Background: an optimization exercise with open tools, aiming at small area, a short achievable clock period and few clock cycles. Do not read the settings as production practice. Function was checked by simulation only, so behaviour that the tests miss may differ from the original. No activity file was given, so power comes from the tool's default toggle rates.

==> design/flow/config.mk <==
export PLATFORM = sky130hd
export DESIGN_NAME = min_cpu
export DESIGN_NICKNAME = min_cpu
export VERILOG_FILES = /design/flow/design.v
export SDC_FILE = /design/flow/constraint.sdc
export NUM_CORES = 4
export LEC_CHECK = 0
export CAP_MARGIN = 20
export CORE_MARGIN = 2
export CORE_UTILIZATION = 40
export SLEW_MARGIN = 20
==> design/flow/constraint.sdc <==
create_clock -name core_clock -period 8.0 [get_ports {clk}]
set_input_delay 1.6000 -clock core_clock [delete_from_list [all_inputs] [get_ports {clk}]]
set_output_delay 1.6000 -clock core_clock [all_outputs]
set_load 0.01 [all_outputs]
==> design/flow/design.v <==
`timescale 1us/1ns
module controlstore (address, clock, reset, controlword);
    input [4:0] address;
    input clock;
    input reset;
    output [24:0] controlword;
    reg [24:0] controlword;
    reg [24:0] romword;
    always @(*) begin
        case (address)
        5'd0  : romword = 25 'b011_00_000_000_001_010_0_00_10111;		 
        5'd1  : romword = 25 'b011_00_000_000_001_001_0_00_00010;    	 
        5'd2  : romword = 25 'b101_11_000_000_000_000_0_00_00011;		 
        5'd3  : romword = 25 'b010_00_111_000_010_000_0_00_00100;		 
        5'd4  : romword = 25 'b101_01_000_000_000_001_0_10_00000;		 
        5'd5  : romword = 25 'b000_00_010_100_000_101_0_10_00000;		 
        5'd6  : romword = 25 'b011_00_000_000_001_010_0_00_00111;		 
        5'd7  : romword = 25 'b000_00_101_011_000_000_1_01_00000;		 
        5'd8  : romword = 25 'b110_00_101_011_100_000_1_01_00000;		 
        5'd9  : romword = 25 'b010_00_000_000_001_010_0_11_00110;		 
        5'd10 : romword = 25 'b011_00_111_101_001_010_0_00_01000;	 
        5'd11 : romword = 25 'b001_00_110_000_100_111_0_00_00110;	 
        5'd12 : romword = 25 'b001_00_111_000_110_000_0_00_01101;	 
        5'd13 : romword = 25 'b101_00_110_000_000_111_0_00_00110;	 
        5'd14 : romword = 25 'b011_00_111_100_001_010_0_00_01000;	 
        5'd15 : romword = 25 'b011_00_010_101_001_010_0_00_01000;	 
        5'd16 : romword = 25 'b011_00_001_110_001_010_0_00_01000;	 
        5'd17 : romword = 25 'b001_00_010_000_110_000_0_00_10010;	 
        5'd18 : romword = 25 'b011_00_101_010_001_010_0_00_00111;	 
        5'd19 : romword = 25 'b010_00_000_000_001_001_0_00_10100;	 
        5'd20 : romword = 25 'b101_10_111_001_000_000_0_00_00110;	 
        5'd21 : romword = 25 'b010_00_000_000_011_000_0_00_10110;	 
        5'd22 : romword = 25 'b001_00_101_010_000_111_0_00_00110;	 
        5'd23 : romword = 25 'b101_11_000_000_000_000_1_01_00000;	 
        default: romword = 25 'b000_00_000_000_000_000_0_00_00000;
        endcase
    end
    always @(posedge clock)
        if (reset) controlword <= 25 'b000_00_000_000_000_000_0_00_00000;
        else       controlword <= romword;
endmodule
`timescale 1us/1ns
module mineu (eucntl, opcntl, clock, reset, zflag, ifd, mem_addr, mem_we, mem_wdata, mem_rdata);
    input [17 : 0] eucntl;	 
    input [2 : 0] opcntl;	 
    input  clock;		 
    input  reset;		 
    output zflag;	 
    output [15:0] ifd;	 
    output [15:0] mem_addr;	 
    output mem_we;		 
    output [15:0] mem_wdata;	 
    input [15:0] mem_rdata;	 
    reg [3 : 0] cc;
    reg signed [15 : 0] regfile [0: 15], pc, t1, t2, di, irf, ire;
    reg signed [15 : 0] a, b;	 
    reg [2 : 0] alucntl;		 
    reg signed [ 15 : 0 ] aluout;	 
    reg carry;	 
    reg ccset;	 
    reg [3 : 0] ccreg;	 
    assign zflag = ccreg[0];
    reg[3 : 0] rx, ry;	 
    reg [2 : 0] asrccntl, bsrccntl, bdestcntl, memcntl;	 
    reg [1 : 0] adestcntl;	 
    wire ldt1 = 1'b1;	 
    assign ifd = irf;
    assign mem_addr = (memcntl == 3'b101 || memcntl == 3'b111) ? b : ((memcntl == 3'b000) ? 16'd0 : a);
    assign mem_we = (memcntl == 3'b111);
    assign mem_wdata = a;
        always @ (*)
    begin
        rx = ire [9 : 6];
        ry = ire [3 : 0];
    end
    always @(*)
    begin
    asrccntl = eucntl [ 17 : 15 ];	 
    bsrccntl = eucntl [ 12 : 10 ]; 	 
    alucntl = eucntl [ 6 : 4 ]; 	 
    adestcntl = eucntl [ 14 : 13];	 
        bdestcntl = eucntl [ 9 : 7 ];	 
    memcntl = eucntl [ 3 : 1 ];	 
    end
    always @ (*)
    begin
        case (asrccntl)
            3 'b011  :  a = pc;
            3 'b101  :  a = t1;
            3 'b010  :  a = regfile [ ry ];
            3 'b110  :  a = t2;
            3 'b001  :  a = regfile [ rx ];
            default  :  a = 0;
        endcase
        case (bsrccntl)
            3 'b111  :  b = di;
            3 'b010  :  b = regfile [ ry ];
            3 'b101  :  b = t1;
            3 'b110  :  b = t2;
            3 'b001  :  b = regfile [ rx ];
            default  :  b = 0;
        endcase
    end
    always @ (*)
    begin
    case (alucntl)
            3'b001  :  begin  ccset = 0; {carry , aluout} = a + 1; end
            3'b010  :  begin  ccset = 0; {carry , aluout} = a + b; end
            3'b110  :  begin
                            ccset = 1;
                            case (opcntl)
                                3 'b001  :  {carry , aluout} = a + b;
                                3 'b010  :  {carry , aluout} = a - b;
                                3 'b011  :  {carry , aluout} = {1'b0, a & b};
                                default  :  {carry , aluout} = a + 0;
                             endcase
                         end
            3'b100  :  begin  ccset = 1;  {carry , aluout} = a + 0;  end
            3'b011  :  begin  ccset = 0;  {carry , aluout} = a - 1;  end
            default :  begin  ccset = 0;  {carry , aluout} = a + 0;  end
        endcase
    end
    always @ (posedge clock)
    begin
        if (ldt1) t1 <= aluout;
        case (memcntl)
        3'b001  :  di <= mem_rdata;
        3'b010  :  irf <= mem_rdata;
        3'b101  :  di <= mem_rdata;
        default :  ;
    endcase
    case (adestcntl)
        2'b11  :  pc <= a;
        2'b01  :  t2 <= a;
        2'b10  :  regfile[ ry ] <= a;
        default :  ;
    endcase
    case (bdestcntl)
        3'b100  :  t2 <= b;
        3'b011  :  pc <= b;
        3'b101  :
            begin
                regfile [ rx ] <= b;
                t2 <= b;
            end
        3'b110  :
            begin
                regfile [ry ] <= b;
                t2 <= b;
            end
        3'b010  :  regfile [ ry ] <= b;
        3'b001  :  regfile [ rx ] <= b;
        default :  ;
    endcase
    if (reset) pc <= 0;
    end
    always @ (*) begin
        if (aluout == 0)  cc[0] = 1'b1;		 
        else
            cc [0] = 1 'b0;
            cc [1] = aluout [ 15 ];	 
            cc [2] = carry;		 
            cc [3] = 0; 	 
    end
    always @ (posedge clock)
        if (ccset) ccreg <= cc;
    always @(posedge clock)
        if (eucntl [ 0 ]) ire <= irf;
endmodule
`timescale 1us/1ns
module instdecoder (instcode, ib, sb, op_s);
    input [15:0] instcode;
    output [4:0] ib, sb;
    output [2:0] op_s;
    reg [4:0] ib, sb;
    reg [2:0] op_s;
    always @(*) begin
        casex (instcode)
            16'b001100xxxx00xxxx, 16'b010100xxxx00xxxx, 16'b011100xxxx00xxxx: 
                begin  ib = 17; sb = 0; op_s = instcode [15:13];  end
            16'b001100xxxx01xxxx, 16'b010100xxxx01xxxx, 16'b011100xxxx01xxxx:
                begin  ib = 5; sb = 12; op_s = instcode [15:13]; end
            16'b001100xxxx10xxxx, 16'b010100xxxx10xxxx, 16'b011100xxxx10xxxx:
                begin ib = 1; sb = 12; op_s = instcode[15:13]; end
            16'b000001xxxx00xxxx:
                begin ib = 15; sb = 0; op_s = instcode[15:13]; end
            16'b000001xxxx01xxxx:
                begin ib = 5; sb = 10; op_s = instcode[15:13]; end
            16'b000001xxxx10xxxx:
                begin ib = 1; sb = 10; op_s = instcode[15:13]; end
            16'b000010xxxx00xxxx:
                begin ib = 16; sb = 0; op_s = instcode[15:13]; end
            16'b000010xxxx01xxxx:
                begin ib = 5; sb = 11; op_s = instcode[15:13]; end
            16'b000010xxxx10xxxx:
                begin ib = 1; sb = 11; op_s = instcode[15:13]; end
            16'b000101xxxxxxxxxx:
                begin ib = 9; sb = 0; op_s = instcode[15:13]; end
            16'b000110xxxxxxxxxx:
                begin ib = 19; sb = 0; op_s = instcode[15:13]; end
            16'b001110xxxxxxxxxx:
                begin ib = 21; sb = 0; op_s = instcode[15:13]; end
            16'b000011xxxx01xxxx:
                begin ib = 5; sb = 14; op_s = instcode[15:13]; end
            16'b000011xxxx10xxxx:
                begin ib = 1; sb = 14; op_s = instcode[15:13]; end
            default:
                begin 
                ib = 31; sb = 31; op_s = 7;
                end
        endcase
    end
endmodule
`timescale 1us / 1ns
module nslogic (ibin, sbin, dbin, cbin, nssel, nextst);
    input [4:0] ibin, sbin, dbin;	 
    input cbin;	 
    input [1:0] nssel;	 
    output [4:0] nextst;	 
    reg [4:0] nextst;
    always @(*) begin
        case (nssel)
            2 'b00: nextst = dbin; 	 
            2 'b01: nextst = ibin;	 
            2 'b10: nextst = sbin;	 
            default: nextst = {dbin[4:1], cbin};	 
        endcase
    end
endmodule
`timescale 1us/1ns
module min_cpu (clk, rst, mem_addr, mem_we, mem_wdata, mem_rdata);
    input clk;			 
    input rst;			 
    output [15:0] mem_addr;	 
    output mem_we;		 
    output [15:0] mem_wdata;	 
    input [15:0] mem_rdata;	 
    wire [24:0] wcontword;
    wire [17:0] weucntl;
    wire [4:0] wnextst, wib, wsb, wdb;
    wire [15:0] wifd;
    wire [2:0] wop_s;
    wire [1:0] wnssel;
    wire wccz;
    assign wdb = wcontword [4:0];
    assign wnssel = wcontword [6:5];
    assign weucntl = wcontword [24:7];
    controlstore controlgen (.address (wnextst), .clock (clk), .reset (rst), .controlword (wcontword));
    mineu execunit (.eucntl (weucntl), .opcntl (wop_s), .clock (clk), .reset (rst), .zflag (wccz), .ifd (wifd),
                    .mem_addr (mem_addr), .mem_we (mem_we), .mem_wdata (mem_wdata), .mem_rdata (mem_rdata));
    instdecoder decoder (.instcode (wifd), .ib (wib), .sb (wsb), .op_s (wop_s));
    nslogic nextstgen (.ibin (wib), .sbin (wsb), .dbin (wdb), .cbin (wccz), .nssel (wnssel), .nextst (wnextst));
endmodule
==> design/flow/run.sh <==
#!/bin/bash
# synth_recipe.tcl (not shown) runs the flow's synth.tcl, then flattens the netlist and writes it again
# the make line also repeats each setting of config.mk as NAME=value (left out here)
make -C /OpenROAD-flow-scripts/flow DESIGN_CONFIG=/design/flow/config.mk WORK_HOME=/design/flow/orfs CLKGATE_MAP_FILE= SYNTH_SCRIPT=/design/flow/synth_recipe.tcl finish
==> notes.md, run 1 <==
Post-synth EDFFs=313; Clock Path Buffers=3; detailed-router iteration count before antenna repair=6; post-synthesis cell type count=90; CP peak stage delay=0.95 ns; Initial Utilization=0.403; TNS Setup=0 ns; CTS Root Cell=clkbuf_16; Setup Fix Bufs, Post-CTS=0; Mapped Nets=2443; CTS-repair resized insts=0; Netlist Area Pre-Place=24700 um^2; final hold slack=0.453 ns; Worst-Skew Late Latency=0.59 ns; max-cap violations=0; crit share post-route=0.844; critical path startpoint category=flop; WP buf/inv=1; fillers=5630; final setup vio count=0; WP data arrival=7.14 ns; max frequency=148 MHz; largest net degree at the start of global routing=41; outcome=timing/DRC/antenna clean; final clock skew=0.0300 ns; initial DRC count=2758; vias in the first global route=19800; Routed WL=93700 um; I/O Buffers=50; CORE AREA=61400 um^2; critical path endpoint category=flop; Gate Count Post-Synth=2370; width of the die=253 um; Placer Congestion=1.00; Clock transition at path regs=0.06 ns; Clock Sinks=378; Slew Viols, Final=0; routed vias/inst=6.56; # nets final=2407; Place WS=1.54 ns; Fin. Hold Viols=0; final worst path period need=6.75 ns; fin worst setup slack=1.25 ns; H-Tree Level Count=2; asr flop ratio synth=0; I/O Pins=51; worst slew pin tran=1.09 ns; top_reg_cell synth=edfxtp_1; sequential share of the synthesized area=0.433; grt total ovfl=0; Most common cell on crit path=a221oi_1; Max VDD drop=0.233 mV; unrepaired setup endpoints after global routing=no; total CTS buffers=45; Vias=20700; CP Class=flop to flop; crit path max fanout=21; leakage power total=10.7 nW; Slew HR=0.270; Yosys top cell area share=0.380; CP Data Required Time=8.39 ns; Synth area leaders=edfxtp_1, mux4_2, mux2i_1, a21oi_1, dfxtp_1; Syn Area/Cell=10.4 um^2; post-synth top area cell=edfxtp_1; WL/cell=29.7 um; DIE HEIGHT=253 um; Final ANT Viol Nets=0; # DRC=0; Crit path max-delay family=compound AO/OA/AOI/OAI gates; CP max stage cell=nor2b_2; hpwl dp=64600 um; fraction of layout cells with a size suffix above 1=0.157; FF+latch count, synth=378; Worst Hold Class=flop to flop; Die Area=63800 um^2; worst-path cell chain=nor2b_2 -> a221oi_1 -> a21oi_2 -> inv_1 -> ha_1 -> a221oi_1 -> o31ai_1 -> o31a_1 -> a221o_1 -> a221oi_2 -> a21o_1 -> o311ai_1 -> nor4_1 -> nand4b_1 -> nor4b_2; # hold bufs at CTS=0; total global-route track usage=0.291; CTS tree=done; Synth-to-Final Area Change=11.9%; PD cells=430 nW/um^2; Rows=91; initial antenna violation count=2; first-pass GRT wire length=136000 um; Warnings, synthesis=4; ANT cells=0
==> sequential cells by signal (all words and copies together), names as in the netlist, named ones only <==
signal                  flops
execunit.regfile          256
execunit.t1                16
controlgen.controlword     25
execunit.di                16
execunit.t2                16
execunit.ccreg              1
execunit.irf               16
execunit.ire                8
execunit.pc                16
==> cell families (layout without fill, tap and decap cells) <==
kind of cell	Yosys count	after routing	share of synthesized area
AOI/OAI and AO/OA	656	656	0.170
and+or+nand+nor	641	641	0.116
DFF	378	378	0.433
muxes	320	320	0.193
buffers and inverters	289	289	0.0483
adders and majority gates	55	55	0.0288
xor gates and xnor gates	31	31	0.0110
==> cells in the mapped netlist (all sizes together), types with 29 or more instances <==
cell      n
a22oi    37
nand2   147
nand3    36
a221oi   29
inv      69
mux2i   164
nor2    302
ha       52
mux2     34
a211oi   30
o21ai    98
a21oi   264
buf      39
dfxtp    65
edfxtp  313
o22ai    33
clkbuf  179
mux4    122
==> layer usage <==
metal	wire [um]	GRT usage
met1	35700	0.377
met2	42600	0.460
met3	9540	0.0582
met4	5800	0.153
met5	46	0
==> metrics by stage <==
step           utilization  area, um^2  cells  power, mW
2_1_floorplan            -       24700   2370       7.42
3_3_place_gp         0.424       26000   3076       9.40
3_5_place_dp         0.424       26100   3076       9.49
4_1_cts              0.450       27600   3159       11.7
5_1_grt              0.450       27600   3160       12.5
6_report             0.450       27600   3160       11.9
==> final timing paths <==
| kind | from | end | slack, ns | depth (start not counted) |
|---|---|---|---|---|
| worst max-delay path | controlgen.controlword[17] | execunit.ccreg[0] | 1.25 | 15 |
| worst min-delay path | execunit.irf[6] | execunit.ire[6] | 0.45 | 0 |
| worst min register to register | execunit.irf[6] | execunit.ire[6] | 0.45 | 0 |
| worst max register to register | controlgen.controlword[17] | execunit.ccreg[0] | 1.25 | 15 |
==> layout by cell type, fill, tap and decap left out, types with 61 or more instances in the layout <==
master / instances
inv_1: 66
dfxtp_1: 61
nand2_1: 147
buf_4: 85
mux4_2: 122
a21oi_1: 256
edfxtp_1: 313
o21ai_0: 70
mux2i_1: 164
nor2_1: 301
==> cell type report <==
type | count | area (um^2) | share of cell area
Tap cell | 790 | 988 | 0.0358
Sequential cell | 378 | 10700 | 0.388
Multi-Input combinational cell | 1703 | 13000 | 0.469
Inverter | 71 | 269 | 0.00973
Clock inverter | 28 | 344 | 0.0124
Timing Repair Buffer | 135 | 1140 | 0.0412
Clock buffer | 55 | 1210 | 0.0440
==> power by group <==
group / total [mW] / internal (mW) / switching [mW]
Sequential: 3.05 / 2.72 / 0.339
Clock: 2.19 / 1.31 / 0.874
Combinational: 6.63 / 2.45 / 4.19
==> worst register-to-register path, stage by stage (launching register included) <==
cell and delay (ns):
dfxtp_1 0.93, nor2b_2 0.96, a221oi_1 0.28, a21oi_2 0.83, inv_1 0.20, ha_1 0.44
a221oi_1 0.55, o31ai_1 0.21, o31a_1 0.36, a221o_1 0.36, a221oi_2 0.24, a21o_1 0.12
o311ai_1 0.14, nor4_1 0.42, nand4b_1 0.18, nor4b_2 0.33
Testbench counts, summed over its fixed seeds: cycles 365,101.
==> run 2, diff against run 1 <==
==> design/flow/design.v (replaced) <==
module min_cpu (clk, rst, mem_addr, mem_we, mem_wdata, mem_rdata);
    input clk;
    input rst;
    output [15:0] mem_addr;
    output mem_we;
    output [15:0] mem_wdata;
    input [15:0] mem_rdata;
    reg [15:0] rf [0:15];
    reg [15:0] pc, ir, opa, opb;
    reg [1:0] ph;
    reg z, boot;
    wire [2:0] op  = ir[15:13];
    wire [2:0] cls = ir[12:10];
    wire [3:0] rx  = ir[9:6];
    wire [1:0] md  = ir[5:4];
    wire [3:0] ry  = ir[3:0];
    wire c_alu   = (cls == 3'b100);
    wire c_load  = (cls == 3'b001);
    wire c_store = (cls == 3'b010);
    wire c_test  = (cls == 3'b011);
    wire c_bz    = (cls == 3'b101);
    wire c_stk   = (cls == 3'b110);
    wire c_push  = c_stk & op[0];
    wire c_pop   = c_stk & ~op[0];
    wire memop   = (c_alu | c_load | c_store | c_test) & (md != 2'b00);
    wire ab      = md[1];
    wire rr      = (md == 2'b00);
    wire s_x = ~boot & memop & ab & (ph == 2'd0);
    wire s_d = ~boot & ((memop & (ph == {1'b0, ab})) | (c_stk & (ph == 2'd0)));
    wire s_w = ~boot & c_alu & memop & (ph == (ab ? 2'd2 : 2'd1));
    wire s_f = ~(s_x | s_d | s_w);
    wire ex  = ~boot;              
    wire [15:0] y = s_d ? mem_rdata : opb;
    reg  [15:0] alu;
    always @(*) begin
        case (op[1:0])
            2'b01:   alu = opa + y;
            2'b10:   alu = opa - y;
            default: alu = opa & y;
        endcase
    end
    wire [15:0] incdec = opb + (c_push ? 16'hFFFF : 16'h0001);
    wire taken = c_bz & z & ex;
    wire [15:0] faddr = taken ? opb : pc;
    assign mem_addr  = s_f ? faddr : (s_x ? pc : (c_push ? incdec : opb));
    assign mem_we    = (s_d & (c_store | c_push)) | s_w;
    assign mem_wdata = opa;
    reg        wen;
    reg [3:0]  wa;
    reg [15:0] wd;
    always @(*) begin
        wen = 1'b0; wa = ry; wd = alu;
        if (s_f & ex) begin
            if (c_alu & rr)        begin wen = 1'b1; wa = ry; wd = alu;    end
            else if (c_load & rr)  begin wen = 1'b1; wa = rx; wd = opb;    end
            else if (c_store & rr) begin wen = 1'b1; wa = ry; wd = opa;    end
            else if (c_pop)        begin wen = (rx != ry); wa = ry; wd = incdec; end
        end else if (s_d) begin
            if (c_load | c_pop)    begin wen = 1'b1; wa = rx; wd = mem_rdata; end
            else if (c_push)       begin wen = 1'b1; wa = ry; wd = incdec; end
        end
    end
    wire [3:0] nrx = mem_rdata[9:6];
    wire [3:0] nry = mem_rdata[3:0];
    wire [15:0] ra = (wen & (wa == nrx)) ? wd : rf[nrx];
    wire [15:0] rb = (wen & (wa == nry)) ? wd : rf[nry];
    always @(posedge clk) begin
        if (wen) rf[wa] <= wd;
    end
    always @(posedge clk) begin
        if (rst) begin
            boot <= 1'b1;
            ph <= 2'd0;
            pc <= 16'd0;
        end else begin
            boot <= 1'b0;
            if (s_f) begin
                ph <= 2'd0;
                pc <= faddr + 16'd1;
            end else begin
                ph <= ph + 2'd1;
                if (s_x) pc <= pc + 16'd1;
            end
        end
    end
    always @(posedge clk) begin
        if (s_f) begin
            ir  <= mem_rdata;
            opa <= ra;
            opb <= rb;
        end else if (s_x) begin
            opb <= opb + mem_rdata;
        end else if (s_d & c_alu) begin
            opa <= alu;
        end
    end
    always @(posedge clk) begin
        if (s_f & ex) begin
            if (c_alu & rr) z <= (alu == 16'd0);
            else if (c_load & rr) z <= (opb == 16'd0);
            else if (c_store & rr) z <= (opa == 16'd0);
        end else if (s_d) begin
            if (c_load | c_test) z <= (mem_rdata == 16'd0);
            else if (c_store) z <= (opa == 16'd0);
        end else if (s_w) begin
            z <= (opa == 16'd0);
        end
    end
endmodule
==> run 2 against run 1 <==
  * Synthesized cell count down 31%
  * Combinational power is 58% lower
  * Largest power group unchanged
  * Die area shrank 18%
  * Global-route usage decreased by 4.2 points
  * Core utilization rose by 0.42 points
  * Non-clock buffer count fell by 33
  * Synthesized area fell by 19%
==> notes.md, run 2 <==
outcome=timing/DRC/antenna clean; # DRC=0; Post-synth EDFFs=304; Yosys top cell area share=0.454; H-Tree Level Count=2; WL/cell=28.0 um; Design Area, Final=22700 um^2; CTS Root Cell=clkbuf_16; Fin. Hold Viols=0; total global-route track usage=0.249; critical path startpoint category=flop; CTS tree=done; fillers=4568; Synth-to-Final Area Change=12.9%; first-pass GRT wire length=97500 um; initial antenna violation count=1; post-synth top area cell=edfxtp_1; Max VDD drop=0.198 mV; Die Area=52000 um^2; I/O Buffers=50; Worst-Skew Late Latency=0.57 ns; largest net degree at the start of global routing=66; asr flop ratio synth=0; TNS Setup=0 ns; Clock transition at path regs=0.07 ns; CP Data Required Time=6.40 ns; Final ANT Viol Nets=0; Warnings, synthesis=1; crit path max fanout=24; CP startpoint=ir[10]; unrepaired setup endpoints after global routing=no; CP max stage cell=nor3_1; detailed-router iteration count before antenna repair=7; FF+latch count, synth=323; Reg with most FFs=rf; # hold bufs at CTS=0; I/O Pins=51; crit path to=mem_addr[12]; Slew HR=0.241; most frequent cells in the layout=edfxtp_1, mux4_2, nand2_1, a21oi_1, nor2_1; CP Depth=8; Routed WL=65900 um; routed vias/inst=6.50; R2R Setup Slk=1.66 ns; ANT cells=0; Setup Fix Bufs, Post-CTS=0; grt total ovfl=0; DIE HEIGHT=228 um; Clock Sinks=323; max reg flops=256; worst slew pin tran=1.13 ns; Clock Path Buffers=3; initial DRC count=1630; Netlist Area Pre-Place=20100 um^2; # nets final=1725; CORE AREA=49900 um^2; crit share post-route=0.832; width of the die=228 um; CTS-repair resized insts=0; final clock skew=0.0309 ns; placed instance count=2289; WP data arrival=5.06 ns; Placer Congestion=0.962; Slew Viols, Final=0; PD cells=314 nW/um^2; hpwl dp=44200 um; fraction of layout cells with a size suffix above 1=0.187; WP buf/inv=2; most common cell after layout, fill and taps aside=edfxtp_1; Worst Hold Class=flop to flop; Crit path max-delay family=simple AND/OR/NAND/NOR gates; Hold Path Origin=pc[1]; RR Startpoint=ir[10]; sequential share of the synthesized area=0.473; Rows=82; worst-case reg-to-reg path depth=16; critical path endpoint category=primary output; post-placement cell area=21400 um^2; leakage power total=7.55 nW; CP peak stage delay=0.75 ns; post-synthesis cell type count=81; Synth area leaders=edfxtp_1, mux4_2, ha_1, nand2_1, a21oi_1; post-route insts no fill=2353; Syn Area/Cell=12.4 um^2; most common cell in the netlist=edfxtp_1; vias in the first global route=15000; total CTS buffers=37; final hold slack=0.522 ns; Vias=15300; r2r endpoint=rf[3][14]; final worst path period need=6.66 ns; Mapped Nets=1693; Initial Utilization=0.403; worst-path cell chain=or3b_4 -> a211oi_4 -> a21o_1 -> buf_4 -> nand2_1 -> nor3_1 -> a221o_1 -> clkdlybuf4s50_1; most frequent cells after synthesis=edfxtp_1, mux4_2, nand2_1; Gate Count Post-Synth=1624; top_reg_cell synth=edfxtp_1; Reg area=9510 um^2; Power Total=7.12 mW; max frequency=150 MHz; CP Class=flop to primary output; final setup vio count=0; max-cap violations=0; footprint of the multi-input gates=10100 um^2
-- run 2: cell types whose count changed after synthesis, moves of 16 or more --
| cell | before | now |
|---|---|---|
| a211oi_1 | 30 | 14 |
| a21oi_1 | 263 | 97 |
| a22oi_1 | 37 | 10 |
| clkbuf_1 | 178 | 80 |
| dfxtp_1 | 65 | 19 |
| inv_1 | 66 | 30 |
| mux2_2 | 34 | 5 |
| mux2i_1 | 164 | 28 |
| mux4_2 | 122 | 160 |
| nand2b_1 | 24 | 7 |
| nor2_1 | 302 | 110 |
| nor2b_1 | 23 | 5 |
| o22ai_1 | 33 | 8 |
-- run 2: area by class of cell --
type / instances / area share
inverter: 32 / 0.00530
clock buffer: 45 / 0.0445
timing repair buffer: 102 / 0.0383
sequential: 323 / 0.419
clock inverter: 19 / 0.00994
tap: 672 / 0.0371
multi-input combinational: 1160 / 0.445
-- run 2: routing by layer --
metal | up-vias | routed length (um) | track usage
met1 | 7740 | 26600 | 0.331
met5 | - | 51 | 0
met2 | 760 | 31700 | 0.415
met3 | 152 | 5220 | 0.0379
met4 | 2 | 2350 | 0.0895
li1 | 6639 | - | -
-- run 2: worst min-delay path by stage --
stage	to	cells past startpoint	slack, ns
final	pc[1]	2	0.52
after global routing	pc[1]	2	0.56
after CTS	pc[1]	2	0.52
after detailed placement	pc[1]	2	0.51
after global placement	ph[0]	1	0.50
after floorplan	pc[1]	2	0.47
-- run 2: cell families after synthesis --
logic type                 Yosys count  synth area share
adders and majority gates           51            0.0329
muxes                              193             0.196
DFF                                323             0.473
buffers and inverters              141            0.0279
xor gates and xnor gates            52            0.0227
AOI/OAI and AO/OA                  411             0.137
and+or+nand+nor                    453             0.110
-- run 2: per-stage QoR --
step | utilization | worst slack, ns
floorplan | - | 1.89
global placement | 0.430 | 1.19
detailed placement | 0.430 | 1.13
CTS | 0.455 | 1.40
global route | 0.455 | 1.20
finish | 0.455 | 1.34
-- run 2: power by group --
group          switching (mW)  internal (mW)
logic                    1.77          0.984
registers               0.230           2.37
clock network           0.728           1.03
total                    2.73           4.39
-- run 2: worst reg2reg max path: cells and delay by family, from the launching register on --
| family | cells | cell delay [ns] |
|---|---|---|
| compound gates | 7 | 2.71 |
| buf+inv | 2 | 0.85 |
| flops | 1 | 0.55 |
| xor+xnor | 1 | 0.19 |
| fa+ha+maj | 1 | 0.34 |
| simple gates | 4 | 0.89 |
| mux | 1 | 0.42 |
Testbench counts of run 2, summed over its fixed seeds: cycles 165,203.

[re-timing with driven ports]
No port has a modelled driver above. Below, the same layouts with a new extraction and two added sets of constraints.
Step 1 (the two cells are an assumption about what drives the block):
set clk [get_ports {clk}]
set_driving_cell -lib_cell sky130_fd_sc_hd__clkbuf_16 $clk
set_driving_cell -lib_cell sky130_fd_sc_hd__buf_2 [delete_from_list [all_inputs] $clk]
Step 2 adds t to the input delays and takes it off the output delays; t is the mean of the earliest and latest rising clock arrival at the registers after step 1. Input paths then give back, and output paths get back, about the clock's delay inside the block.
Slacks: ideal / step 1 / step 2; pairs: ideal / step 1.
| run | shift t [ns] | setup WS [ns] | worst setup path at the end |
|---|---|---|---|
| run 1 | 0.647 | 1.245 / 1.245 / 1.245 | register to register |
| run 2 | 0.613 | 1.341 / 1.285 / 0.917 | input to register |
After both steps every run listed still meets setup and hold. The setup slack of run 2, which loses most, moves by -0.056 ns with the drivers and by -0.424 ns with both steps.
